What follows belongs to an exercise in optimizing a design on an open flow for small area and a short achievable clock period; a production flow would make more cautious choices. Function was not checked in any run shown here: the RTL went through the layout flow alone.

## flow/design.v (module list and top-level ports; edited modules follow where they fit)
// module full_adder: 10 lines
// module final_adder: 244 lines
// module fp32_unpacker: 20 lines
// module fp32_aligner: 18 lines
// module wallace_tree_8_inputs: 507 lines
// module fp32_normalizer_rounder: 471 lines
// module fp32_packer: 14 lines
// module fp32_adder_tree_8_inputs: 473 lines
module fp32_adder_tree_8_inputs (
    input wire clk,
    input wire rst_n,
    input wire [127:0] dvr_fp32addtree8to1_s0,
    input wire [127:0] dvr_fp32addtree8to1_s1,
    input wire [2:0] cru_fp32addtree8to1,
    output wire [127:0] dr_fp32addtree8to1_d
);
  // ...
==> flow/flow/run.sh <==
#!/bin/bash
# Layout flow: ORFS, with two changes to its synthesis script and a setup
# margin for timing repair.
#  - synthesis: Yosys's generic synth step runs without its quick ABC pass, so
#    the full adders written in the RTL reach extract_fa as written (no
#    inverters around them); the final ABC mapping uses flow/abc.script.
#  - layout: standard steps; repair_timing aims at SETUP_SLACK_MARGIN; the
#    port buffers are the platform's smallest buffer.
# Each tool's output goes to ORFS's own logs (orfs/logs/...); make's output to flow.log.
set -euo pipefail
HERE=$(pwd)
FL=$HERE/flow
source $FL/params.sh
sed -e 's#^source \$::env(SCRIPTS_DIR)/synth_preamble.tcl#&\nset abc_args [lreplace $abc_args 1 1 '"$FL"'/abc.script]#' \
    -e 's#synth -top \$::env(DESIGN_NAME) -run fine: {\*}\$synth_full_args#& -noabc#' \
    $FLOW_HOME/scripts/synth.tcl > $HERE/my_synth.tcl
grep -q -- '-noabc' $HERE/my_synth.tcl
grep -q 'abc.script\]' $HERE/my_synth.tcl
sed -e "s#source \$::env(SCRIPTS_DIR)/synth.tcl#source $HERE/my_synth.tcl#" synth_recipe.tcl > my_synth_recipe.tcl
grep -q my_synth.tcl my_synth_recipe.tcl
sed -e "s#SYNTH_SCRIPT=[^ ]*#SYNTH_SCRIPT=$HERE/my_synth_recipe.tcl#" standard.sh > my_standard.sh
grep -q my_synth_recipe.tcl my_standard.sh
export SETUP_SLACK_MARGIN=$MARGIN
# every port still gets a buffer, the smallest one
export BUFFER_PORTS_ARGS="${PORTBUF:--buffer_cell sky130_fd_sc_hd__buf_1}"
bash my_standard.sh finish > flow.log 2>&1
==> flow/flow/abc.script <==
strash
dch
map -B 0.9
topo
stime -c
buffer -c
upsize -c
dnsize -c
==> flow/flow/params.sh <==
MARGIN=35
==> flow/standard.sh <==
#!/bin/bash
# synth_recipe.tcl (not shown) runs the flow's synth.tcl, then flattens the netlist and writes it again
# the make line also repeats each setting of config.mk as NAME=value (left out here)
make -C /OpenROAD-flow-scripts/flow DESIGN_CONFIG=/design/flow/config.mk WORK_HOME=/design/flow/orfs CLKGATE_MAP_FILE= SYNTH_SCRIPT=/design/flow/synth_recipe.tcl "${@:-finish}"
==> flow/config.mk <==
export PLATFORM = sky130hd
export DESIGN_NAME = fp32_adder_tree_8_inputs
export DESIGN_NICKNAME = fp32_adder_tree_8_inputs
export VERILOG_FILES = /design/flow/design.v
export SDC_FILE = /design/flow/constraint.sdc
export NUM_CORES = 8
export LEC_CHECK = 0
export ABC_AREA = 1
export CAP_MARGIN = 20
export CORE_MARGIN = 2
export CORE_UTILIZATION = 40
export SLEW_MARGIN = 20
==> flow/constraint.sdc <==
create_clock -name core_clock -period 64.0 [get_ports {clk}]
set_input_delay 12.8000 -clock core_clock [delete_from_list [all_inputs] [get_ports {clk}]]
set_output_delay 12.8000 -clock core_clock [all_outputs]
set_load 0.01 [all_outputs]
==> impl_metrics.toml, run 1 <==
[clock_tree]
numCtsBuffers = 5
post_cts_buffers = 4
clk_path_buf_depth = 2
cts_resized = 36

[cells_and_area]
largest_register = "sum_q"
fill_cells = 8922
seq_cell_count = 35
final_cells = 6882
layout_commonest_cell = "nand2_1"
largest_reg_flops = 32

[sta]
finalCritPeriodShare_pct = 43.82
slew_viol_final = 0
relSlewSlack_pct = 20.43
fin_ws_ps = 35960
min_period_ps = 28040

[synthesis]
synth.distinct_cells = 64
synth_edf_count = 0
async_flop_share_pct = 100.0
synth_top_area_share_pct = 16.21

[grt]
met2_usage_pct = 53.14
globalRouteMet1Util_pct = 40.73
grt_pass1_wl_um = 209200
top_usage_layer = "met2"

[placed_design]
portBuffers = 388
gp_congestion = 1.031

[drt]
route.met3.wl_um = 8987
post-route-drc-count = 0
via_per_inst = 5.576
avgRoutedWirePerCell_um = 20.68
dr.pass1.iters = 8
wl_met1_um = 60550

[die]
fp-row-count = 105
die_w_um = 291.9
tap_cells = 1070
die_area_um2 = 85210

[worst_hold_path]
hold_class = "primary input to asynchronous set/reset pin"

[critical_path]
crit_family = "simple AND/OR/NAND/NOR gates"
worstPathMaxFanout = 21
critPathLaunch = "dvr_fp32addtree8to1_s1[120]"
critical_path_buf_inv_count = 7

[run_status]
status = "timing/DRC/antenna clean"
==> module fp32_adder_tree_8_inputs, before the edit <==
module fp32_adder_tree_8_inputs (
    input wire clk,
    input wire rst_n,
    input wire [127:0] dvr_fp32addtree8to1_s0,
    input wire [127:0] dvr_fp32addtree8to1_s1,
    input wire [2:0] cru_fp32addtree8to1,
    output wire [127:0] dr_fp32addtree8to1_d
);
    genvar i;
    wire [7:0] sgn, hid, inf, nan;
    wire [7:0] ex [0:7];
    wire [22:0] man [0:7];
    generate
        for (i = 0; i < 8; i = i + 1) begin : unpack_gen
            fp32_unpacker u (
                .fp_in({dvr_fp32addtree8to1_s1[16*i +: 16], dvr_fp32addtree8to1_s0[16*i +: 16]}),
                .sign(sgn[i]), .exponent(ex[i]), .hidden(hid[i]), .mantissa(man[i]),
                .is_inf(inf[i]), .is_nan(nan[i]));
        end
    endgenerate
    wire pinf = |(inf & ~sgn);
    wire ninf = |(inf & sgn);
    wire res_nan = (|nan) | (pinf & ninf);
    wire res_inf = pinf | ninf;
    wire all_neg = &sgn;
    wire [7:0] x0 = ex[0];
    wire [7:0] x1 = ex[1];
    wire [7:0] x2 = ex[2];
    wire [7:0] x3 = ex[3];
    wire [7:0] x4 = ex[4];
    wire [7:0] x5 = ex[5];
    wire [7:0] x6 = ex[6];
    wire [7:0] x7 = ex[7];
    wire mx_1 = x0[0] & ~x1[0];
    wire mx_2 = x0[1] & ~x1[1];
    wire mx_3 = x0[2] & ~x1[2];
    wire mx_4 = x0[3] & ~x1[3];
    wire mx_5 = x0[4] & ~x1[4];
    wire mx_6 = x0[5] & ~x1[5];
    wire mx_7 = x0[6] & ~x1[6];
    wire mx_8 = x0[7] & ~x1[7];
    wire mx_9 = x0[0] | ~x1[0];
    wire mx_10 = x0[1] | ~x1[1];
    wire mx_11 = x0[2] | ~x1[2];
    wire mx_12 = x0[3] | ~x1[3];
    wire mx_13 = x0[4] | ~x1[4];
    wire mx_14 = x0[5] | ~x1[5];
    wire mx_15 = x0[6] | ~x1[6];
    wire mx_16 = x0[7] | ~x1[7];
    wire mx_17 = mx_1 | (mx_9 & 1'b1);
    wire mx_18 = mx_2 | (mx_10 & mx_17);
    wire mx_19 = mx_10 & mx_9;
    wire mx_20 = mx_3 | (mx_11 & mx_2);
    wire mx_21 = mx_11 & mx_10;
    wire mx_22 = mx_4 | (mx_12 & mx_3);
    wire mx_23 = mx_12 & mx_11;
    wire mx_24 = mx_5 | (mx_13 & mx_4);
    wire mx_25 = mx_13 & mx_12;
    wire mx_26 = mx_6 | (mx_14 & mx_5);
    wire mx_27 = mx_14 & mx_13;
    wire mx_28 = mx_7 | (mx_15 & mx_6);
    wire mx_29 = mx_15 & mx_14;
    wire mx_30 = mx_8 | (mx_16 & mx_7);
    wire mx_31 = mx_16 & mx_15;
    wire mx_32 = mx_20 | (mx_21 & mx_17);
    wire mx_33 = mx_21 & mx_9;
    wire mx_34 = mx_22 | (mx_23 & mx_18);
    wire mx_35 = mx_23 & mx_19;
    wire mx_36 = mx_24 | (mx_25 & mx_20);
    wire mx_37 = mx_25 & mx_21;
    wire mx_38 = mx_26 | (mx_27 & mx_22);
    wire mx_39 = mx_27 & mx_23;
    wire mx_40 = mx_28 | (mx_29 & mx_24);
    wire mx_41 = mx_29 & mx_25;
    wire mx_42 = mx_30 | (mx_31 & mx_26);
    wire mx_43 = mx_31 & mx_27;
    wire mx_44 = mx_36 | (mx_37 & mx_17);
    wire mx_45 = mx_37 & mx_9;
    wire mx_46 = mx_38 | (mx_39 & mx_18);
    wire mx_47 = mx_39 & mx_19;
    wire mx_48 = mx_40 | (mx_41 & mx_32);
    wire mx_49 = mx_41 & mx_33;
    wire mx_50 = mx_42 | (mx_43 & mx_34);
    wire mx_51 = mx_43 & mx_35;
    wire [7:0] mx0_0 = mx_50 ? x0 : x1;
    wire mx_52 = x2[0] & ~x3[0];
    wire mx_53 = x2[1] & ~x3[1];
    wire mx_54 = x2[2] & ~x3[2];
    wire mx_55 = x2[3] & ~x3[3];
    wire mx_56 = x2[4] & ~x3[4];
    wire mx_57 = x2[5] & ~x3[5];
    wire mx_58 = x2[6] & ~x3[6];
    wire mx_59 = x2[7] & ~x3[7];
    wire mx_60 = x2[0] | ~x3[0];
    wire mx_61 = x2[1] | ~x3[1];
    wire mx_62 = x2[2] | ~x3[2];
    wire mx_63 = x2[3] | ~x3[3];
    wire mx_64 = x2[4] | ~x3[4];
    wire mx_65 = x2[5] | ~x3[5];
    wire mx_66 = x2[6] | ~x3[6];
    wire mx_67 = x2[7] | ~x3[7];
    wire mx_68 = mx_52 | (mx_60 & 1'b1);
    wire mx_69 = mx_53 | (mx_61 & mx_68);
    wire mx_70 = mx_61 & mx_60;
    wire mx_71 = mx_54 | (mx_62 & mx_53);
    wire mx_72 = mx_62 & mx_61;
    wire mx_73 = mx_55 | (mx_63 & mx_54);
    wire mx_74 = mx_63 & mx_62;
    wire mx_75 = mx_56 | (mx_64 & mx_55);
    wire mx_76 = mx_64 & mx_63;
    wire mx_77 = mx_57 | (mx_65 & mx_56);
    wire mx_78 = mx_65 & mx_64;
    wire mx_79 = mx_58 | (mx_66 & mx_57);
    wire mx_80 = mx_66 & mx_65;
    wire mx_81 = mx_59 | (mx_67 & mx_58);
    wire mx_82 = mx_67 & mx_66;
    wire mx_83 = mx_71 | (mx_72 & mx_68);
    wire mx_84 = mx_72 & mx_60;
    wire mx_85 = mx_73 | (mx_74 & mx_69);
    wire mx_86 = mx_74 & mx_70;
    wire mx_87 = mx_75 | (mx_76 & mx_71);
    wire mx_88 = mx_76 & mx_72;
    wire mx_89 = mx_77 | (mx_78 & mx_73);
    wire mx_90 = mx_78 & mx_74;
    wire mx_91 = mx_79 | (mx_80 & mx_75);
    wire mx_92 = mx_80 & mx_76;
    wire mx_93 = mx_81 | (mx_82 & mx_77);
    wire mx_94 = mx_82 & mx_78;
    wire mx_95 = mx_87 | (mx_88 & mx_68);
    wire mx_96 = mx_88 & mx_60;
    wire mx_97 = mx_89 | (mx_90 & mx_69);
    wire mx_98 = mx_90 & mx_70;
    wire mx_99 = mx_91 | (mx_92 & mx_83);
    wire mx_100 = mx_92 & mx_84;
    wire mx_101 = mx_93 | (mx_94 & mx_85);
    wire mx_102 = mx_94 & mx_86;
    wire [7:0] mx0_1 = mx_101 ? x2 : x3;
    wire mx_103 = x4[0] & ~x5[0];
    wire mx_104 = x4[1] & ~x5[1];
    wire mx_105 = x4[2] & ~x5[2];
    wire mx_106 = x4[3] & ~x5[3];
    wire mx_107 = x4[4] & ~x5[4];
    wire mx_108 = x4[5] & ~x5[5];
    wire mx_109 = x4[6] & ~x5[6];
    wire mx_110 = x4[7] & ~x5[7];
    wire mx_111 = x4[0] | ~x5[0];
    wire mx_112 = x4[1] | ~x5[1];
    wire mx_113 = x4[2] | ~x5[2];
    wire mx_114 = x4[3] | ~x5[3];
    wire mx_115 = x4[4] | ~x5[4];
    wire mx_116 = x4[5] | ~x5[5];
    wire mx_117 = x4[6] | ~x5[6];
    wire mx_118 = x4[7] | ~x5[7];
    wire mx_119 = mx_103 | (mx_111 & 1'b1);
    wire mx_120 = mx_104 | (mx_112 & mx_119);
    wire mx_121 = mx_112 & mx_111;
    wire mx_122 = mx_105 | (mx_113 & mx_104);
    wire mx_123 = mx_113 & mx_112;
    wire mx_124 = mx_106 | (mx_114 & mx_105);
    wire mx_125 = mx_114 & mx_113;
    wire mx_126 = mx_107 | (mx_115 & mx_106);
    wire mx_127 = mx_115 & mx_114;
    wire mx_128 = mx_108 | (mx_116 & mx_107);
    wire mx_129 = mx_116 & mx_115;
    wire mx_130 = mx_109 | (mx_117 & mx_108);
    wire mx_131 = mx_117 & mx_116;
    wire mx_132 = mx_110 | (mx_118 & mx_109);
    wire mx_133 = mx_118 & mx_117;
    wire mx_134 = mx_122 | (mx_123 & mx_119);
    wire mx_135 = mx_123 & mx_111;
    wire mx_136 = mx_124 | (mx_125 & mx_120);
    wire mx_137 = mx_125 & mx_121;
    wire mx_138 = mx_126 | (mx_127 & mx_122);
    wire mx_139 = mx_127 & mx_123;
    wire mx_140 = mx_128 | (mx_129 & mx_124);
    wire mx_141 = mx_129 & mx_125;
    wire mx_142 = mx_130 | (mx_131 & mx_126);
    wire mx_143 = mx_131 & mx_127;
    wire mx_144 = mx_132 | (mx_133 & mx_128);
    wire mx_145 = mx_133 & mx_129;
    wire mx_146 = mx_138 | (mx_139 & mx_119);
    wire mx_147 = mx_139 & mx_111;
    wire mx_148 = mx_140 | (mx_141 & mx_120);
    wire mx_149 = mx_141 & mx_121;
    wire mx_150 = mx_142 | (mx_143 & mx_134);
    wire mx_151 = mx_143 & mx_135;
    wire mx_152 = mx_144 | (mx_145 & mx_136);
    wire mx_153 = mx_145 & mx_137;
    wire [7:0] mx0_2 = mx_152 ? x4 : x5;
    wire mx_154 = x6[0] & ~x7[0];
    wire mx_155 = x6[1] & ~x7[1];
    wire mx_156 = x6[2] & ~x7[2];
    wire mx_157 = x6[3] & ~x7[3];
    wire mx_158 = x6[4] & ~x7[4];
    wire mx_159 = x6[5] & ~x7[5];
    wire mx_160 = x6[6] & ~x7[6];
    wire mx_161 = x6[7] & ~x7[7];
    wire mx_162 = x6[0] | ~x7[0];
    wire mx_163 = x6[1] | ~x7[1];
    wire mx_164 = x6[2] | ~x7[2];
    wire mx_165 = x6[3] | ~x7[3];
    wire mx_166 = x6[4] | ~x7[4];
    wire mx_167 = x6[5] | ~x7[5];
    wire mx_168 = x6[6] | ~x7[6];
    wire mx_169 = x6[7] | ~x7[7];
    wire mx_170 = mx_154 | (mx_162 & 1'b1);
    wire mx_171 = mx_155 | (mx_163 & mx_170);
    wire mx_172 = mx_163 & mx_162;
    wire mx_173 = mx_156 | (mx_164 & mx_155);
    wire mx_174 = mx_164 & mx_163;
    wire mx_175 = mx_157 | (mx_165 & mx_156);
    wire mx_176 = mx_165 & mx_164;
    wire mx_177 = mx_158 | (mx_166 & mx_157);
    wire mx_178 = mx_166 & mx_165;
    wire mx_179 = mx_159 | (mx_167 & mx_158);
    wire mx_180 = mx_167 & mx_166;
    wire mx_181 = mx_160 | (mx_168 & mx_159);
    wire mx_182 = mx_168 & mx_167;
    wire mx_183 = mx_161 | (mx_169 & mx_160);
    wire mx_184 = mx_169 & mx_168;
    wire mx_185 = mx_173 | (mx_174 & mx_170);
    wire mx_186 = mx_174 & mx_162;
    wire mx_187 = mx_175 | (mx_176 & mx_171);
    wire mx_188 = mx_176 & mx_172;
    wire mx_189 = mx_177 | (mx_178 & mx_173);
    wire mx_190 = mx_178 & mx_174;
    wire mx_191 = mx_179 | (mx_180 & mx_175);
    wire mx_192 = mx_180 & mx_176;
    wire mx_193 = mx_181 | (mx_182 & mx_177);
    wire mx_194 = mx_182 & mx_178;
    wire mx_195 = mx_183 | (mx_184 & mx_179);
    wire mx_196 = mx_184 & mx_180;
    wire mx_197 = mx_189 | (mx_190 & mx_170);
    wire mx_198 = mx_190 & mx_162;
    wire mx_199 = mx_191 | (mx_192 & mx_171);
    wire mx_200 = mx_192 & mx_172;
    wire mx_201 = mx_193 | (mx_194 & mx_185);
    wire mx_202 = mx_194 & mx_186;
    wire mx_203 = mx_195 | (mx_196 & mx_187);
    wire mx_204 = mx_196 & mx_188;
    wire [7:0] mx0_3 = mx_203 ? x6 : x7;
    wire mx_205 = mx0_0[0] & ~mx0_1[0];
    wire mx_206 = mx0_0[1] & ~mx0_1[1];
    wire mx_207 = mx0_0[2] & ~mx0_1[2];
    wire mx_208 = mx0_0[3] & ~mx0_1[3];
    wire mx_209 = mx0_0[4] & ~mx0_1[4];
    wire mx_210 = mx0_0[5] & ~mx0_1[5];
    wire mx_211 = mx0_0[6] & ~mx0_1[6];
    wire mx_212 = mx0_0[7] & ~mx0_1[7];
    wire mx_213 = mx0_0[0] | ~mx0_1[0];
    wire mx_214 = mx0_0[1] | ~mx0_1[1];
    wire mx_215 = mx0_0[2] | ~mx0_1[2];
    wire mx_216 = mx0_0[3] | ~mx0_1[3];
    wire mx_217 = mx0_0[4] | ~mx0_1[4];
    wire mx_218 = mx0_0[5] | ~mx0_1[5];
    wire mx_219 = mx0_0[6] | ~mx0_1[6];
    wire mx_220 = mx0_0[7] | ~mx0_1[7];
    wire mx_221 = mx_205 | (mx_213 & 1'b1);
    wire mx_222 = mx_206 | (mx_214 & mx_221);
    wire mx_223 = mx_214 & mx_213;
    wire mx_224 = mx_207 | (mx_215 & mx_206);
    wire mx_225 = mx_215 & mx_214;
    wire mx_226 = mx_208 | (mx_216 & mx_207);
    wire mx_227 = mx_216 & mx_215;
    wire mx_228 = mx_209 | (mx_217 & mx_208);
    wire mx_229 = mx_217 & mx_216;
    wire mx_230 = mx_210 | (mx_218 & mx_209);
    wire mx_231 = mx_218 & mx_217;
    wire mx_232 = mx_211 | (mx_219 & mx_210);
    wire mx_233 = mx_219 & mx_218;
    wire mx_234 = mx_212 | (mx_220 & mx_211);
    wire mx_235 = mx_220 & mx_219;
    wire mx_236 = mx_224 | (mx_225 & mx_221);
    wire mx_237 = mx_225 & mx_213;
    wire mx_238 = mx_226 | (mx_227 & mx_222);
    wire mx_239 = mx_227 & mx_223;
    wire mx_240 = mx_228 | (mx_229 & mx_224);
    wire mx_241 = mx_229 & mx_225;
    wire mx_242 = mx_230 | (mx_231 & mx_226);
    wire mx_243 = mx_231 & mx_227;
    wire mx_244 = mx_232 | (mx_233 & mx_228);
    wire mx_245 = mx_233 & mx_229;
    wire mx_246 = mx_234 | (mx_235 & mx_230);
    wire mx_247 = mx_235 & mx_231;
    wire mx_248 = mx_240 | (mx_241 & mx_221);
    wire mx_249 = mx_241 & mx_213;
    wire mx_250 = mx_242 | (mx_243 & mx_222);
    wire mx_251 = mx_243 & mx_223;
    wire mx_252 = mx_244 | (mx_245 & mx_236);
    wire mx_253 = mx_245 & mx_237;
    wire mx_254 = mx_246 | (mx_247 & mx_238);
    wire mx_255 = mx_247 & mx_239;
    wire [7:0] mx1_0 = mx_254 ? mx0_0 : mx0_1;
    wire mx_256 = mx0_2[0] & ~mx0_3[0];
    wire mx_257 = mx0_2[1] & ~mx0_3[1];
    wire mx_258 = mx0_2[2] & ~mx0_3[2];
    wire mx_259 = mx0_2[3] & ~mx0_3[3];
    wire mx_260 = mx0_2[4] & ~mx0_3[4];
    wire mx_261 = mx0_2[5] & ~mx0_3[5];
    wire mx_262 = mx0_2[6] & ~mx0_3[6];
    wire mx_263 = mx0_2[7] & ~mx0_3[7];
    wire mx_264 = mx0_2[0] | ~mx0_3[0];
    wire mx_265 = mx0_2[1] | ~mx0_3[1];
    wire mx_266 = mx0_2[2] | ~mx0_3[2];
    wire mx_267 = mx0_2[3] | ~mx0_3[3];
    wire mx_268 = mx0_2[4] | ~mx0_3[4];
    wire mx_269 = mx0_2[5] | ~mx0_3[5];
    wire mx_270 = mx0_2[6] | ~mx0_3[6];
    wire mx_271 = mx0_2[7] | ~mx0_3[7];
    wire mx_272 = mx_256 | (mx_264 & 1'b1);
    wire mx_273 = mx_257 | (mx_265 & mx_272);
    wire mx_274 = mx_265 & mx_264;
    wire mx_275 = mx_258 | (mx_266 & mx_257);
    wire mx_276 = mx_266 & mx_265;
    wire mx_277 = mx_259 | (mx_267 & mx_258);
    wire mx_278 = mx_267 & mx_266;
    wire mx_279 = mx_260 | (mx_268 & mx_259);
    wire mx_280 = mx_268 & mx_267;
    wire mx_281 = mx_261 | (mx_269 & mx_260);
    wire mx_282 = mx_269 & mx_268;
    wire mx_283 = mx_262 | (mx_270 & mx_261);
    wire mx_284 = mx_270 & mx_269;
    wire mx_285 = mx_263 | (mx_271 & mx_262);
    wire mx_286 = mx_271 & mx_270;
    wire mx_287 = mx_275 | (mx_276 & mx_272);
    wire mx_288 = mx_276 & mx_264;
    wire mx_289 = mx_277 | (mx_278 & mx_273);
    wire mx_290 = mx_278 & mx_274;
    wire mx_291 = mx_279 | (mx_280 & mx_275);
    wire mx_292 = mx_280 & mx_276;
    wire mx_293 = mx_281 | (mx_282 & mx_277);
    wire mx_294 = mx_282 & mx_278;
    wire mx_295 = mx_283 | (mx_284 & mx_279);
    wire mx_296 = mx_284 & mx_280;
    wire mx_297 = mx_285 | (mx_286 & mx_281);
    wire mx_298 = mx_286 & mx_282;
    wire mx_299 = mx_291 | (mx_292 & mx_272);
    wire mx_300 = mx_292 & mx_264;
    wire mx_301 = mx_293 | (mx_294 & mx_273);
    wire mx_302 = mx_294 & mx_274;
    wire mx_303 = mx_295 | (mx_296 & mx_287);
    wire mx_304 = mx_296 & mx_288;
    wire mx_305 = mx_297 | (mx_298 & mx_289);
    wire mx_306 = mx_298 & mx_290;
    wire [7:0] mx1_1 = mx_305 ? mx0_2 : mx0_3;
    wire mx_307 = mx1_0[0] & ~mx1_1[0];
    wire mx_308 = mx1_0[1] & ~mx1_1[1];
    wire mx_309 = mx1_0[2] & ~mx1_1[2];
    wire mx_310 = mx1_0[3] & ~mx1_1[3];
    wire mx_311 = mx1_0[4] & ~mx1_1[4];
    wire mx_312 = mx1_0[5] & ~mx1_1[5];
    wire mx_313 = mx1_0[6] & ~mx1_1[6];
    wire mx_314 = mx1_0[7] & ~mx1_1[7];
    wire mx_315 = mx1_0[0] | ~mx1_1[0];
    wire mx_316 = mx1_0[1] | ~mx1_1[1];
    wire mx_317 = mx1_0[2] | ~mx1_1[2];
    wire mx_318 = mx1_0[3] | ~mx1_1[3];
    wire mx_319 = mx1_0[4] | ~mx1_1[4];
    wire mx_320 = mx1_0[5] | ~mx1_1[5];
    wire mx_321 = mx1_0[6] | ~mx1_1[6];
    wire mx_322 = mx1_0[7] | ~mx1_1[7];
    wire mx_323 = mx_307 | (mx_315 & 1'b1);
    wire mx_324 = mx_308 | (mx_316 & mx_323);
    wire mx_325 = mx_316 & mx_315;
    wire mx_326 = mx_309 | (mx_317 & mx_308);
    wire mx_327 = mx_317 & mx_316;
    wire mx_328 = mx_310 | (mx_318 & mx_309);
    wire mx_329 = mx_318 & mx_317;
    wire mx_330 = mx_311 | (mx_319 & mx_310);
    wire mx_331 = mx_319 & mx_318;
    wire mx_332 = mx_312 | (mx_320 & mx_311);
    wire mx_333 = mx_320 & mx_319;
    wire mx_334 = mx_313 | (mx_321 & mx_312);
    wire mx_335 = mx_321 & mx_320;
    wire mx_336 = mx_314 | (mx_322 & mx_313);
    wire mx_337 = mx_322 & mx_321;
    wire mx_338 = mx_326 | (mx_327 & mx_323);
    wire mx_339 = mx_327 & mx_315;
    wire mx_340 = mx_328 | (mx_329 & mx_324);
    wire mx_341 = mx_329 & mx_325;
    wire mx_342 = mx_330 | (mx_331 & mx_326);
    wire mx_343 = mx_331 & mx_327;
    wire mx_344 = mx_332 | (mx_333 & mx_328);
    wire mx_345 = mx_333 & mx_329;
    wire mx_346 = mx_334 | (mx_335 & mx_330);
    wire mx_347 = mx_335 & mx_331;
    wire mx_348 = mx_336 | (mx_337 & mx_332);
    wire mx_349 = mx_337 & mx_333;
    wire mx_350 = mx_342 | (mx_343 & mx_323);
    wire mx_351 = mx_343 & mx_315;
    wire mx_352 = mx_344 | (mx_345 & mx_324);
    wire mx_353 = mx_345 & mx_325;
    wire mx_354 = mx_346 | (mx_347 & mx_338);
    wire mx_355 = mx_347 & mx_339;
    wire mx_356 = mx_348 | (mx_349 & mx_340);
    wire mx_357 = mx_349 & mx_341;
    wire [7:0] mx2_0 = mx_356 ? mx1_0 : mx1_1;
    wire [7:0] emax = mx2_0;
    wire [7:0] dif [0:7];
    wire [7:0] nx0 = ~ex[0];
    wire [7:0] d0;
    assign d0 = emax - ex[0];
    assign dif[0] = d0;
    wire [7:0] nx1 = ~ex[1];
    wire [7:0] d1;
    assign d1 = emax - ex[1];
    assign dif[1] = d1;
    wire [7:0] nx2 = ~ex[2];
    wire [7:0] d2;
    assign d2 = emax - ex[2];
    assign dif[2] = d2;
    wire [7:0] nx3 = ~ex[3];
    wire [7:0] d3;
    assign d3 = emax - ex[3];
    assign dif[3] = d3;
    wire [7:0] nx4 = ~ex[4];
    wire [7:0] d4;
    assign d4 = emax - ex[4];
    assign dif[4] = d4;
    wire [7:0] nx5 = ~ex[5];
    wire [7:0] d5;
    assign d5 = emax - ex[5];
    assign dif[5] = d5;
    wire [7:0] nx6 = ~ex[6];
    wire [7:0] d6;
    assign d6 = emax - ex[6];
    assign dif[6] = d6;
    wire [7:0] nx7 = ~ex[7];
    wire [7:0] d7;
    assign d7 = emax - ex[7];
    assign dif[7] = d7;
    wire [255:0] aligned;
    generate
        for (i = 0; i < 8; i = i + 1) begin : align_gen
            fp32_aligner a (
                .sign(sgn[i]), .hidden(hid[i]), .mantissa(man[i]),
                .diff(dif[i]),
                .aligned(aligned[32*i +: 32]));
        end
    endgenerate
    wire [35:0] row_a, row_b, sum;
    wallace_tree_8_inputs tree (.data_in(aligned), .sgn(sgn), .row_a(row_a), .row_b(row_b));
    final_adder cpa (.a(row_a), .b(row_b), .sum(sum));
    wire neg = sum[35];
    wire [34:0] mag = sum[34:0] ^ {35{neg}};
    wire zero = ~|mag;
    wire sign = zero ? all_neg : neg;
    wire [30:0] res;
    wire overflow;
    fp32_normalizer_rounder nr (.mag(mag), .exp_in(emax), .res(res), .overflow(overflow));
    wire [31:0] fp_sum_result;
    fp32_packer pk (.res_nan(res_nan), .res_inf(res_inf), .inf_sign(ninf),
                    .overflow(overflow), .sign(sign), .res(res), .fp_out(fp_sum_result));
    reg [31:0] sum_q;
    reg        valid_q;
    reg [1:0]  seg_q;
    always @(posedge clk or negedge rst_n) begin
        if (!rst_n) begin
            sum_q   <= 32'b0;
            valid_q <= 1'b0;
            seg_q   <= 2'b0;
        end else begin
            sum_q   <= fp_sum_result;
            valid_q <= cru_fp32addtree8to1[2];
            seg_q   <= cru_fp32addtree8to1[1:0];
        end
    end
    assign dr_fp32addtree8to1_d = {
        {32{valid_q & (seg_q == 2'b11)}} & sum_q,
        {32{valid_q & (seg_q == 2'b10)}} & sum_q,
        {32{valid_q & (seg_q == 2'b01)}} & sum_q,
        {32{valid_q & (seg_q == 2'b00)}} & sum_q};
endmodule
==> run 2: changes to the inputs <==
--- a/flow/design.v
+++ b/flow/design.v
@@ -1684,33 +1684,417 @@
     wire [7:0] nx0 = ~ex[0];
     wire [7:0] d0;
-    assign d0 = emax - ex[0];
+    wire df_1 = emax[0] & nx0[0];
+    wire df_2 = emax[1] & nx0[1];
+    wire df_3 = emax[2] & nx0[2];
+    wire df_4 = emax[3] & nx0[3];
+    wire df_5 = emax[4] & nx0[4];
+    wire df_6 = emax[5] & nx0[5];
+    wire df_7 = emax[6] & nx0[6];
+    wire df_8 = emax[7] & nx0[7];
+    wire df_9 = emax[0] ^ nx0[0];
+    wire df_10 = emax[1] ^ nx0[1];
+    wire df_11 = emax[2] ^ nx0[2];
+    wire df_12 = emax[3] ^ nx0[3];
+    wire df_13 = emax[4] ^ nx0[4];
+    wire df_14 = emax[5] ^ nx0[5];
+    wire df_15 = emax[6] ^ nx0[6];
+    wire df_16 = emax[7] ^ nx0[7];
+    wire df_17 = df_1 | (df_9 & 1'b1);
+    wire df_18 = df_2 | (df_10 & df_17);
+    wire df_19 = df_10 & df_9;
+    wire df_20 = df_4 | (df_12 & df_3);
+    wire df_21 = df_12 & df_11;
+    wire df_22 = df_6 | (df_14 & df_5);
+    wire df_23 = df_14 & df_13;
+    wire df_24 = df_8 | (df_16 & df_7);
+    wire df_25 = df_16 & df_15;
+    wire df_26 = df_3 | (df_11 & df_18);
+    wire df_27 = df_11 & df_19;
+    wire df_28 = df_20 | (df_21 & df_18);
+    wire df_29 = df_21 & df_19;
+    wire df_30 = df_7 | (df_15 & df_22);
+    wire df_31 = df_15 & df_23;
+    wire df_32 = df_24 | (df_25 & df_22);
+    wire df_33 = df_25 & df_23;
+    wire df_34 = df_5 | (df_13 & df_28);
+    wire df_35 = df_13 & df_29;
+    wire df_36 = df_22 | (df_23 & df_28);
+    wire df_37 = df_23 & df_29;
+    wire df_38 = df_30 | (df_31 & df_28);
+    wire df_39 = df_31 & df_29;
+    wire df_40 = df_32 | (df_33 & df_28);
+    wire df_41 = df_33 & df_29;
+    assign d0[0] = df_9 ^ 1'b1;
+    assign d0[1] = df_10 ^ df_17;
+    assign d0[2] = df_11 ^ df_18;
+    assign d0[3] = df_12 ^ df_26;
+    assign d0[4] = df_13 ^ df_28;
+    assign d0[5] = df_14 ^ df_34;
+    assign d0[6] = df_15 ^ df_36;
+    assign d0[7] = df_16 ^ df_38;
     assign dif[0] = d0;
     wire [7:0] nx1 = ~ex[1];
     wire [7:0] d1;
-    assign d1 = emax - ex[1];
+    wire df_42 = emax[0] & nx1[0];
+    wire df_43 = emax[1] & nx1[1];
+    wire df_44 = emax[2] & nx1[2];
+    wire df_45 = emax[3] & nx1[3];
+    wire df_46 = emax[4] & nx1[4];
+    wire df_47 = emax[5] & nx1[5];
+    wire df_48 = emax[6] & nx1[6];
+    wire df_49 = emax[7] & nx1[7];
+    wire df_50 = emax[0] ^ nx1[0];
+    wire df_51 = emax[1] ^ nx1[1];
+    wire df_52 = emax[2] ^ nx1[2];
+    wire df_53 = emax[3] ^ nx1[3];
+    wire df_54 = emax[4] ^ nx1[4];
+    wire df_55 = emax[5] ^ nx1[5];
+    wire df_56 = emax[6] ^ nx1[6];
+    wire df_57 = emax[7] ^ nx1[7];
+    wire df_58 = df_42 | (df_50 & 1'b1);
+    wire df_59 = df_43 | (df_51 & df_58);
+    wire df_60 = df_51 & df_50;
+    wire df_61 = df_45 | (df_53 & df_44);
+    wire df_62 = df_53 & df_52;
+    wire df_63 = df_47 | (df_55 & df_46);
+    wire df_64 = df_55 & df_54;
+    wire df_65 = df_49 | (df_57 & df_48);
+    wire df_66 = df_57 & df_56;
+    wire df_67 = df_44 | (df_52 & df_59);
+    wire df_68 = df_52 & df_60;
+    wire df_69 = df_61 | (df_62 & df_59);
+    wire df_70 = df_62 & df_60;
+    wire df_71 = df_48 | (df_56 & df_63);
+    wire df_72 = df_56 & df_64;
+    wire df_73 = df_65 | (df_66 & df_63);
+    wire df_74 = df_66 & df_64;
+    wire df_75 = df_46 | (df_54 & df_69);
+    wire df_76 = df_54 & df_70;
+    wire df_77 = df_63 | (df_64 & df_69);
+    wire df_78 = df_64 & df_70;
+    wire df_79 = df_71 | (df_72 & df_69);
+    wire df_80 = df_72 & df_70;
+    wire df_81 = df_73 | (df_74 & df_69);
+    wire df_82 = df_74 & df_70;
+    assign d1[0] = df_50 ^ 1'b1;
+    assign d1[1] = df_51 ^ df_58;
+    assign d1[2] = df_52 ^ df_59;
+    assign d1[3] = df_53 ^ df_67;
+    assign d1[4] = df_54 ^ df_69;
+    assign d1[5] = df_55 ^ df_75;
+    assign d1[6] = df_56 ^ df_77;
+    assign d1[7] = df_57 ^ df_79;
     assign dif[1] = d1;
     wire [7:0] nx2 = ~ex[2];
     wire [7:0] d2;
-    assign d2 = emax - ex[2];
+    wire df_83 = emax[0] & nx2[0];
+    wire df_84 = emax[1] & nx2[1];
+    wire df_85 = emax[2] & nx2[2];
+    wire df_86 = emax[3] & nx2[3];
+    wire df_87 = emax[4] & nx2[4];
+    wire df_88 = emax[5] & nx2[5];
+    wire df_89 = emax[6] & nx2[6];
+    wire df_90 = emax[7] & nx2[7];
+    wire df_91 = emax[0] ^ nx2[0];
+    wire df_92 = emax[1] ^ nx2[1];
+    wire df_93 = emax[2] ^ nx2[2];
+    wire df_94 = emax[3] ^ nx2[3];
+    wire df_95 = emax[4] ^ nx2[4];
+    wire df_96 = emax[5] ^ nx2[5];
+    wire df_97 = emax[6] ^ nx2[6];
+    wire df_98 = emax[7] ^ nx2[7];
+    wire df_99 = df_83 | (df_91 & 1'b1);
+    wire df_100 = df_84 | (df_92 & df_99);
+    wire df_101 = df_92 & df_91;
+    wire df_102 = df_86 | (df_94 & df_85);
+    wire df_103 = df_94 & df_93;
+    wire df_104 = df_88 | (df_96 & df_87);
+    wire df_105 = df_96 & df_95;
+    wire df_106 = df_90 | (df_98 & df_89);
+    wire df_107 = df_98 & df_97;
+    wire df_108 = df_85 | (df_93 & df_100);
+    wire df_109 = df_93 & df_101;
+    wire df_110 = df_102 | (df_103 & df_100);
+    wire df_111 = df_103 & df_101;
+    wire df_112 = df_89 | (df_97 & df_104);
+    wire df_113 = df_97 & df_105;
+    wire df_114 = df_106 | (df_107 & df_104);
+    wire df_115 = df_107 & df_105;
+    wire df_116 = df_87 | (df_95 & df_110);
+    wire df_117 = df_95 & df_111;
+    wire df_118 = df_104 | (df_105 & df_110);
+    wire df_119 = df_105 & df_111;
+    wire df_120 = df_112 | (df_113 & df_110);
+    wire df_121 = df_113 & df_111;
+    wire df_122 = df_114 | (df_115 & df_110);
+    wire df_123 = df_115 & df_111;
+    assign d2[0] = df_91 ^ 1'b1;
+    assign d2[1] = df_92 ^ df_99;
+    assign d2[2] = df_93 ^ df_100;
+    assign d2[3] = df_94 ^ df_108;
+    assign d2[4] = df_95 ^ df_110;
+    assign d2[5] = df_96 ^ df_116;
+    assign d2[6] = df_97 ^ df_118;
+    assign d2[7] = df_98 ^ df_120;
     assign dif[2] = d2;
     wire [7:0] nx3 = ~ex[3];
     wire [7:0] d3;
-    assign d3 = emax - ex[3];
+    wire df_124 = emax[0] & nx3[0];
+    wire df_125 = emax[1] & nx3[1];
+    wire df_126 = emax[2] & nx3[2];
+    wire df_127 = emax[3] & nx3[3];
+    wire df_128 = emax[4] & nx3[4];
+    wire df_129 = emax[5] & nx3[5];
+    wire df_130 = emax[6] & nx3[6];
+    wire df_131 = emax[7] & nx3[7];
+    wire df_132 = emax[0] ^ nx3[0];
+    wire df_133 = emax[1] ^ nx3[1];
+    wire df_134 = emax[2] ^ nx3[2];
+    wire df_135 = emax[3] ^ nx3[3];
+    wire df_136 = emax[4] ^ nx3[4];
+    wire df_137 = emax[5] ^ nx3[5];
+    wire df_138 = emax[6] ^ nx3[6];
+    wire df_139 = emax[7] ^ nx3[7];
+    wire df_140 = df_124 | (df_132 & 1'b1);
+    wire df_141 = df_125 | (df_133 & df_140);
+    wire df_142 = df_133 & df_132;
+    wire df_143 = df_127 | (df_135 & df_126);
+    wire df_144 = df_135 & df_134;
+    wire df_145 = df_129 | (df_137 & df_128);
+    wire df_146 = df_137 & df_136;
+    wire df_147 = df_131 | (df_139 & df_130);
+    wire df_148 = df_139 & df_138;
+    wire df_149 = df_126 | (df_134 & df_141);
+    wire df_150 = df_134 & df_142;
+    wire df_151 = df_143 | (df_144 & df_141);
+    wire df_152 = df_144 & df_142;
+    wire df_153 = df_130 | (df_138 & df_145);
+    wire df_154 = df_138 & df_146;
+    wire df_155 = df_147 | (df_148 & df_145);
+    wire df_156 = df_148 & df_146;
+    wire df_157 = df_128 | (df_136 & df_151);
+    wire df_158 = df_136 & df_152;
+    wire df_159 = df_145 | (df_146 & df_151);
+    wire df_160 = df_146 & df_152;
+    wire df_161 = df_153 | (df_154 & df_151);
+    wire df_162 = df_154 & df_152;
+    wire df_163 = df_155 | (df_156 & df_151);
+    wire df_164 = df_156 & df_152;
+    assign d3[0] = df_132 ^ 1'b1;
+    assign d3[1] = df_133 ^ df_140;
+    assign d3[2] = df_134 ^ df_141;
+    assign d3[3] = df_135 ^ df_149;
+    assign d3[4] = df_136 ^ df_151;
+    assign d3[5] = df_137 ^ df_157;
+    assign d3[6] = df_138 ^ df_159;
+    assign d3[7] = df_139 ^ df_161;
     assign dif[3] = d3;
     wire [7:0] nx4 = ~ex[4];
     wire [7:0] d4;
-    assign d4 = emax - ex[4];
+    wire df_165 = emax[0] & nx4[0];
+    wire df_166 = emax[1] & nx4[1];
+    wire df_167 = emax[2] & nx4[2];
+    wire df_168 = emax[3] & nx4[3];
+    wire df_169 = emax[4] & nx4[4];
+    wire df_170 = emax[5] & nx4[5];
+    wire df_171 = emax[6] & nx4[6];
+    wire df_172 = emax[7] & nx4[7];
+    wire df_173 = emax[0] ^ nx4[0];
+    wire df_174 = emax[1] ^ nx4[1];
+    wire df_175 = emax[2] ^ nx4[2];
+    wire df_176 = emax[3] ^ nx4[3];
+    wire df_177 = emax[4] ^ nx4[4];
+    wire df_178 = emax[5] ^ nx4[5];
+    wire df_179 = emax[6] ^ nx4[6];
+    wire df_180 = emax[7] ^ nx4[7];
+    wire df_181 = df_165 | (df_173 & 1'b1);
+    wire df_182 = df_166 | (df_174 & df_181);
+    wire df_183 = df_174 & df_173;
+    wire df_184 = df_168 | (df_176 & df_167);
+    wire df_185 = df_176 & df_175;
+    wire df_186 = df_170 | (df_178 & df_169);
+    wire df_187 = df_178 & df_177;
+    wire df_188 = df_172 | (df_180 & df_171);
+    wire df_189 = df_180 & df_179;
+    wire df_190 = df_167 | (df_175 & df_182);
+    wire df_191 = df_175 & df_183;
+    wire df_192 = df_184 | (df_185 & df_182);
+    wire df_193 = df_185 & df_183;
+    wire df_194 = df_171 | (df_179 & df_186);
+    wire df_195 = df_179 & df_187;
+    wire df_196 = df_188 | (df_189 & df_186);
+    wire df_197 = df_189 & df_187;
+    wire df_198 = df_169 | (df_177 & df_192);
+    wire df_199 = df_177 & df_193;
+    wire df_200 = df_186 | (df_187 & df_192);
+    wire df_201 = df_187 & df_193;
+    wire df_202 = df_194 | (df_195 & df_192);
+    wire df_203 = df_195 & df_193;
+    wire df_204 = df_196 | (df_197 & df_192);
+    wire df_205 = df_197 & df_193;
+    assign d4[0] = df_173 ^ 1'b1;
+    assign d4[1] = df_174 ^ df_181;
+    assign d4[2] = df_175 ^ df_182;
+    assign d4[3] = df_176 ^ df_190;
+    assign d4[4] = df_177 ^ df_192;
+    assign d4[5] = df_178 ^ df_198;
+    assign d4[6] = df_179 ^ df_200;
+    assign d4[7] = df_180 ^ df_202;
     assign dif[4] = d4;
     wire [7:0] nx5 = ~ex[5];
     wire [7:0] d5;
-    assign d5 = emax - ex[5];
+    wire df_206 = emax[0] & nx5[0];
+    wire df_207 = emax[1] & nx5[1];
+    wire df_208 = emax[2] & nx5[2];
+    wire df_209 = emax[3] & nx5[3];
+    wire df_210 = emax[4] & nx5[4];
+    wire df_211 = emax[5] & nx5[5];
+    wire df_212 = emax[6] & nx5[6];
+    wire df_213 = emax[7] & nx5[7];
+    wire df_214 = emax[0] ^ nx5[0];
+    wire df_215 = emax[1] ^ nx5[1];
+    wire df_216 = emax[2] ^ nx5[2];
+    wire df_217 = emax[3] ^ nx5[3];
+    wire df_218 = emax[4] ^ nx5[4];
+    wire df_219 = emax[5] ^ nx5[5];
+    wire df_220 = emax[6] ^ nx5[6];
+    wire df_221 = emax[7] ^ nx5[7];
+    wire df_222 = df_206 | (df_214 & 1'b1);
+    wire df_223 = df_207 | (df_215 & df_222);
+    wire df_224 = df_215 & df_214;
+    wire df_225 = df_209 | (df_217 & df_208);
+    wire df_226 = df_217 & df_216;
+    wire df_227 = df_211 | (df_219 & df_210);
+    wire df_228 = df_219 & df_218;
+    wire df_229 = df_213 | (df_221 & df_212);
+    wire df_230 = df_221 & df_220;
+    wire df_231 = df_208 | (df_216 & df_223);
+    wire df_232 = df_216 & df_224;
+    wire df_233 = df_225 | (df_226 & df_223);
+    wire df_234 = df_226 & df_224;
+    wire df_235 = df_212 | (df_220 & df_227);
+    wire df_236 = df_220 & df_228;
+    wire df_237 = df_229 | (df_230 & df_227);
+    wire df_238 = df_230 & df_228;
+    wire df_239 = df_210 | (df_218 & df_233);
+    wire df_240 = df_218 & df_234;
+    wire df_241 = df_227 | (df_228 & df_233);
+    wire df_242 = df_228 & df_234;
+    wire df_243 = df_235 | (df_236 & df_233);
+    wire df_244 = df_236 & df_234;
+    wire df_245 = df_237 | (df_238 & df_233);
+    wire df_246 = df_238 & df_234;
+    assign d5[0] = df_214 ^ 1'b1;
+    assign d5[1] = df_215 ^ df_222;
+    assign d5[2] = df_216 ^ df_223;
+    assign d5[3] = df_217 ^ df_231;
+    assign d5[4] = df_218 ^ df_233;
+    assign d5[5] = df_219 ^ df_239;
+    assign d5[6] = df_220 ^ df_241;
+    assign d5[7] = df_221 ^ df_243;
     assign dif[5] = d5;
     wire [7:0] nx6 = ~ex[6];
     wire [7:0] d6;
-    assign d6 = emax - ex[6];
+    wire df_247 = emax[0] & nx6[0];
+    wire df_248 = emax[1] & nx6[1];
+    wire df_249 = emax[2] & nx6[2];
+    wire df_250 = emax[3] & nx6[3];
+    wire df_251 = emax[4] & nx6[4];
+    wire df_252 = emax[5] & nx6[5];
+    wire df_253 = emax[6] & nx6[6];
+    wire df_254 = emax[7] & nx6[7];
+    wire df_255 = emax[0] ^ nx6[0];
+    wire df_256 = emax[1] ^ nx6[1];
+    wire df_257 = emax[2] ^ nx6[2];
+    wire df_258 = emax[3] ^ nx6[3];
+    wire df_259 = emax[4] ^ nx6[4];
+    wire df_260 = emax[5] ^ nx6[5];
+    wire df_261 = emax[6] ^ nx6[6];
+    wire df_262 = emax[7] ^ nx6[7];
+    wire df_263 = df_247 | (df_255 & 1'b1);
+    wire df_264 = df_248 | (df_256 & df_263);
+    wire df_265 = df_256 & df_255;
+    wire df_266 = df_250 | (df_258 & df_249);
+    wire df_267 = df_258 & df_257;
+    wire df_268 = df_252 | (df_260 & df_251);
+    wire df_269 = df_260 & df_259;
+    wire df_270 = df_254 | (df_262 & df_253);
+    wire df_271 = df_262 & df_261;
+    wire df_272 = df_249 | (df_257 & df_264);
+    wire df_273 = df_257 & df_265;
+    wire df_274 = df_266 | (df_267 & df_264);
+    wire df_275 = df_267 & df_265;
+    wire df_276 = df_253 | (df_261 & df_268);
+    wire df_277 = df_261 & df_269;
+    wire df_278 = df_270 | (df_271 & df_268);
+    wire df_279 = df_271 & df_269;
+    wire df_280 = df_251 | (df_259 & df_274);
+    wire df_281 = df_259 & df_275;
+    wire df_282 = df_268 | (df_269 & df_274);
+    wire df_283 = df_269 & df_275;
+    wire df_284 = df_276 | (df_277 & df_274);
+    wire df_285 = df_277 & df_275;
+    wire df_286 = df_278 | (df_279 & df_274);
+    wire df_287 = df_279 & df_275;
+    assign d6[0] = df_255 ^ 1'b1;
+    assign d6[1] = df_256 ^ df_263;
+    assign d6[2] = df_257 ^ df_264;
+    assign d6[3] = df_258 ^ df_272;
+    assign d6[4] = df_259 ^ df_274;
+    assign d6[5] = df_260 ^ df_280;
+    assign d6[6] = df_261 ^ df_282;
+    assign d6[7] = df_262 ^ df_284;
     assign dif[6] = d6;
     wire [7:0] nx7 = ~ex[7];
     wire [7:0] d7;
-    assign d7 = emax - ex[7];
+    wire df_288 = emax[0] & nx7[0];
+    wire df_289 = emax[1] & nx7[1];
+    wire df_290 = emax[2] & nx7[2];
+    wire df_291 = emax[3] & nx7[3];
+    wire df_292 = emax[4] & nx7[4];
+    wire df_293 = emax[5] & nx7[5];
+    wire df_294 = emax[6] & nx7[6];
+    wire df_295 = emax[7] & nx7[7];
+    wire df_296 = emax[0] ^ nx7[0];
+    wire df_297 = emax[1] ^ nx7[1];
+    wire df_298 = emax[2] ^ nx7[2];
+    wire df_299 = emax[3] ^ nx7[3];
+    wire df_300 = emax[4] ^ nx7[4];
+    wire df_301 = emax[5] ^ nx7[5];
+    wire df_302 = emax[6] ^ nx7[6];
+    wire df_303 = emax[7] ^ nx7[7];
+    wire df_304 = df_288 | (df_296 & 1'b1);
+    wire df_305 = df_289 | (df_297 & df_304);
+    wire df_306 = df_297 & df_296;
+    wire df_307 = df_291 | (df_299 & df_290);
+    wire df_308 = df_299 & df_298;
+    wire df_309 = df_293 | (df_301 & df_292);
+    wire df_310 = df_301 & df_300;
+    wire df_311 = df_295 | (df_303 & df_294);
+    wire df_312 = df_303 & df_302;
+    wire df_313 = df_290 | (df_298 & df_305);
+    wire df_314 = df_298 & df_306;
+    wire df_315 = df_307 | (df_308 & df_305);
+    wire df_316 = df_308 & df_306;
+    wire df_317 = df_294 | (df_302 & df_309);
+    wire df_318 = df_302 & df_310;
+    wire df_319 = df_311 | (df_312 & df_309);
+    wire df_320 = df_312 & df_310;
+    wire df_321 = df_292 | (df_300 & df_315);
+    wire df_322 = df_300 & df_316;
+    wire df_323 = df_309 | (df_310 & df_315);
+    wire df_324 = df_310 & df_316;
+    wire df_325 = df_317 | (df_318 & df_315);
+    wire df_326 = df_318 & df_316;
+    wire df_327 = df_319 | (df_320 & df_315);
+    wire df_328 = df_320 & df_316;
+    assign d7[0] = df_296 ^ 1'b1;
+    assign d7[1] = df_297 ^ df_304;
+    assign d7[2] = df_298 ^ df_305;
+    assign d7[3] = df_299 ^ df_313;
+    assign d7[4] = df_300 ^ df_315;
+    assign d7[5] = df_301 ^ df_321;
+    assign d7[6] = df_302 ^ df_323;
+    assign d7[7] = df_303 ^ df_325;
     assign dif[7] = d7;
     wire [255:0] aligned;
@@ -1725,33 +2109,43 @@
     wire [35:0] row_a, row_b, sum;
     wallace_tree_8_inputs tree (.data_in(aligned), .sgn(sgn), .row_a(row_a), .row_b(row_b));
-    final_adder cpa (.a(row_a), .b(row_b), .sum(sum));
-    wire neg = sum[35];
-    wire [34:0] mag = sum[34:0] ^ {35{neg}};
+    reg [35:0] row_a_q;
+    reg [35:0] row_b_q;
+    reg [7:0] emax_q;
+    reg nan_q;
+    reg inf_q;
+    reg ninf_q;
+    reg allneg_q;
+    reg valid_q;
+    reg [1:0] seg_q;
+    always @(posedge clk or negedge rst_n) begin
+        if (!rst_n) valid_q <= 1'b0;
+        else valid_q <= cru_fp32addtree8to1[2];
+    end
+    always @(posedge clk) begin
+        row_a_q <= row_a;
+        row_b_q <= row_b;
+        emax_q <= emax;
+        nan_q <= res_nan;
+        inf_q <= res_inf;
+        ninf_q <= ninf;
+        allneg_q <= all_neg;
+        seg_q <= cru_fp32addtree8to1[1:0];
+    end
+    wire [35:0] sum_q;
+    final_adder cpa (.a(row_a_q), .b(row_b_q), .sum(sum_q));
+    wire neg = sum_q[35];
+    wire [34:0] mag = sum_q[34:0] ^ {35{neg}};
     wire zero = ~|mag;
-    wire sign = zero ? all_neg : neg;
+    wire sign = zero ? allneg_q : neg;
     wire [30:0] res;
     wire overflow;
-    fp32_normalizer_rounder nr (.mag(mag), .exp_in(emax), .res(res), .overflow(overflow));
+    fp32_normalizer_rounder nr (.mag(mag), .exp_in(emax_q), .res(res), .overflow(overflow));
     wire [31:0] fp_sum_result;
-    fp32_packer pk (.res_nan(res_nan), .res_inf(res_inf), .inf_sign(ninf),
+    fp32_packer pk (.res_nan(nan_q), .res_inf(inf_q), .inf_sign(ninf_q),
                     .overflow(overflow), .sign(sign), .res(res), .fp_out(fp_sum_result));
-    reg [31:0] sum_q;
-    reg        valid_q;
-    reg [1:0]  seg_q;
-    always @(posedge clk or negedge rst_n) begin
-        if (!rst_n) begin
-            sum_q   <= 32'b0;
-            valid_q <= 1'b0;
-            seg_q   <= 2'b0;
-        end else begin
-            sum_q   <= fp_sum_result;
-            valid_q <= cru_fp32addtree8to1[2];
-            seg_q   <= cru_fp32addtree8to1[1:0];
-        end
-    end
     assign dr_fp32addtree8to1_d = {
-        {32{valid_q & (seg_q == 2'b11)}} & sum_q,
-        {32{valid_q & (seg_q == 2'b10)}} & sum_q,
-        {32{valid_q & (seg_q == 2'b01)}} & sum_q,
-        {32{valid_q & (seg_q == 2'b00)}} & sum_q};
+        {32{valid_q & (seg_q == 2'b11)}} & fp_sum_result,
+        {32{valid_q & (seg_q == 2'b10)}} & fp_sum_result,
+        {32{valid_q & (seg_q == 2'b01)}} & fp_sum_result,
+        {32{valid_q & (seg_q == 2'b00)}} & fp_sum_result};
 endmodule
==> flow/flow/abc.script (replaced) <==
strash
dch
map -B 0.9
topo
mfs
strash
dch
map -B 0.9
topo
stime -c
buffer -c
upsize -c
dnsize -c
==> flow/flow/params.sh (replaced) <==
MARGIN=42.5

==> impl_metrics.toml, run 2 <==
[run_status]
status = "timing/DRC/antenna clean"

[clock_tree]
numCtsBuffers = 9
cts_tree = "yes"
htree_levels = 3
cts_sinks = 86
clk_path_buf_depth = 2
cts_root_buf = "clkbuf_16"
path_clk_slew_ps = 80

[grt]
grt_overflow_total = 0
grt_pass1_vias = 35170
grt_pass1_wl_um = 204600
antenna_found_initial = 21
grt_max_degree = 45
globalRouteMet1Util_pct = 39.62
top_usage_layer = "met2"
met2_usage_pct = 50.47
grtUsageTotal_pct = 30.33
grt_use_met3_pct = 3.288

[synthesis]
synthSimpleGateAreaFrac_pct = 39.06
syn-cell-area_um2 = 33830
netlist_instances = 5687
yosys_warnings = 1
synth.distinct_cells = 69
synth_mux_area_share_pct = 3.433
synthXorXnorAreaFrac_pct = 8.156
synth.most_common_cell = "nand2_1"
syn_nets = 6313
synth_compound_area_share_pct = 15.42
netlist_top_cells_area = "nand2_1 20%, fa_1 13%, o21ai_0 12%"
ys_seq_area_share_pct = 5.104
async_flop_share_pct = 1.163
yosys.area.top_type = "nand2_1"
synthAdderAreaFrac_pct = 18.47
synth_top_area_share_pct = 20.12
synth_edf_count = 0
synth_top_family_by_area = "simple AND/OR/NAND/NOR gates"
ys_ff_latch = 86
syn_avg_cell_area_um2 = 5.948
synthFlopType = "dfxtp_1"
synth_common_cells = "1813 x nand2_1, 788 x o21ai_0, 532 x inv_1, 399 x nor2_1, 325 x nand3_1"

[critical_path]
end_kind = "register"
required_ps = 64250
worst_ep_arrival_time_ps = 21440
worstSetupStartpointType = "primary input"
worstPathMaxFanout = 14
max_stage_delay_ps = 680
slowest_stage = "fa_2"
crit_type = "primary input to register"

[drt]
route.antenna.remaining_nets = 0
vias = 38390
avgRoutedWirePerCell_um = 19.50
via_per_inst = 5.404
dr.pass1.iters = 9
wirelength_um = 138500
first_iter_violations = 3104
post-route-drc-count = 0

[sta]
slew_viol_final = 0
worst_pin_slew_ps = 1096
relSlewSlack_pct = 26.51
fmax_mhz = 47.19
setup_violations = 0
rsz0062_at_grt = "no"
finalCritPeriodShare_pct = 33.11
fin_setup_tns_ps = 0
min_period_ps = 21190
hold_viol_final = 0

[cells_and_area]
layout_commonest_cell = "nand2_1"
area_growth_pct = 11.14
finalInstanceArea_um2 = 37590
fin_nets = 6585
final_layout_size_suffix_gt1_share_pct = 8.803
layout_common_cells = "1796 x nand2_1, 711 x o21ai_0, 509 x inv_1"
largest_register = "row_a_q"
fill_cells = 9214
largest_reg_flops = 36
top_regs = "row_a_q x36, row_b_q x35, emax_q x8"

[die]
ios = 389
fp.dieH_um = 294.8
die_w_um = 294.8
start_util_pct = 40.42
die_area_um2 = 86910
fp-row-count = 106
coreArea_um2 = 83690

[placed_design]
hpwl_um = 116100
portBuffers = 388
dpl-instance-area_um2 = 35680
gp_congestion = 1.013

[worst_hold_path]
hold_class = "primary input to asynchronous set/reset pin"

[run]
cap_viol_max_count = 0
run 2: changes by cell type in the layout (fill, tap and decap cells not counted), sizes merged, moves of 27 or more:
cell,delta
nand2,+386
o21ai,+204
nand3,-191
o211ai,-86
dfxtp,+85
nor2,-82
xor2,-62
nor3,-61
inv,+46
mux2i,-37
dfrtp,-34
a21oi,-33
or2,-27
run 2: final cells by class:
| cell class | count | area, um2 | share of cell area [%] |
|---|---|---|---|
| inverter | 567 | 2260 | 6.011 |
| timing repair inverter | 19 | 132.6 | 0.3528 |
| timing repair buffer | 510 | 2536 | 6.746 |
| antenna | 6 | 15.01 | 0.03994 |
| tap | 1134 | 1419 | 3.774 |
| clock inverter | 7 | 78.83 | 0.2097 |
| clock buffer | 9 | 225.2 | 0.5991 |
| multi-input combinational | 4766 | 29200 | 77.68 |
| sequential | 86 | 1727 | 4.593 |
run 2: through the flow:
step	util [%]	setup slack, ps	hold slack [ps]	cells
global placement	42.64	39720	12570	6972
detailed placement	42.64	39590	12570	6972
global route	44.92	42420	12180	7104
CTS	43.57	42500	12180	7014
floorplan	-	42550	12500	5687
finish	44.92	42810	12180	7104
run 2: worst max-delay path, delay by kind of cell:
family | cells | cell delay, ps
AOI/OAI and AO/OA | 8 | 1530
and+or+nand+nor | 13 | 1920
muxes | 1 | 210
adders and majority gates | 7 | 3470
xor gates and xnor gates | 1 | 150
buffers and inverters | 8 | 1300
run 2: logic make-up after synthesis:
group | Yosys count
simple gates | 2976
compound gates | 988
buf+inv | 841
fa+ha+maj | 365
xor+xnor | 315
mux | 116
flops | 86
run 2: repair_timing:
| item | CTS | global route |
|---|---|---|
| hold buffers | 0 | 0 |
| pin swaps | 10 | 40 |
| endpoints found under the setup margin | 68 | 192 |
| resized for setup | 116 | 161 |
| setup buffers | 17 | 65 |
| cloned | 9 | 17 |
run 2: how the worst max path moves through the flow:
| stage | endpoint | startpoint | depth (start not counted) | slack (ps) |
|---|---|---|---|---|
| 6_report | row_b_q[10]$_DFF_P_ | dvr_fp32addtree8to1_s1[27] | 38 | 42810 |
| 5_1_grt | row_a_q[23]$_DFF_P_ | dvr_fp32addtree8to1_s1[43] | 39 | 42420 |
| 4_1_cts | row_a_q[27]$_DFF_P_ | dvr_fp32addtree8to1_s1[57] | 39 | 42500 |
| 3_5_place_dp | row_a_q[1]$_DFF_P_ | dvr_fp32addtree8to1_s1[8] | 35 | 39590 |
| 3_3_place_gp | row_a_q[31]$_DFF_P_ | dvr_fp32addtree8to1_s1[8] | 35 | 39720 |
| 2_1_floorplan | row_a_q[18]$_DFF_P_ | dvr_fp32addtree8to1_s1[9] | 41 | 42550 |
run 2: metal layers:
layer	vias up	wire, um
met5	-	119
met4	20	6958
met3	303	8530
met2	1465	63720
met1	17550	59180
li1	19050	-

[port drivers added, routing unchanged]
How much do the figures lean on ideal ports? The routed layouts below were timed once more, with nothing changed but the port constraints.
Step 1, drivers: a clkbuf_16 drives clk and a buf_2 each remaining input, both assumed.
Step 2 also shifts input and output timing later by t, the mid clock arrival at the registers, as if the neighbouring blocks saw the same clock.
Three values: ideal ports, drivers, drivers and shift; two values: the first two.
run | t, ns | setup WS [ns] | worst setup path at the end | latest minus earliest clock arrival (ns)
run 1 | 0.330 | 35.957 / 35.970 / 35.640 | input to register | 0.006 / 0.006
run 2 | 0.420 | 42.810 / 42.835 / 42.415 | input to register | 0.015 / 0.014
After both steps every run listed still meets setup and hold. For run 2, which loses most, drivers alone change the setup slack by +0.025 ns; drivers and shift together by -0.395 ns.
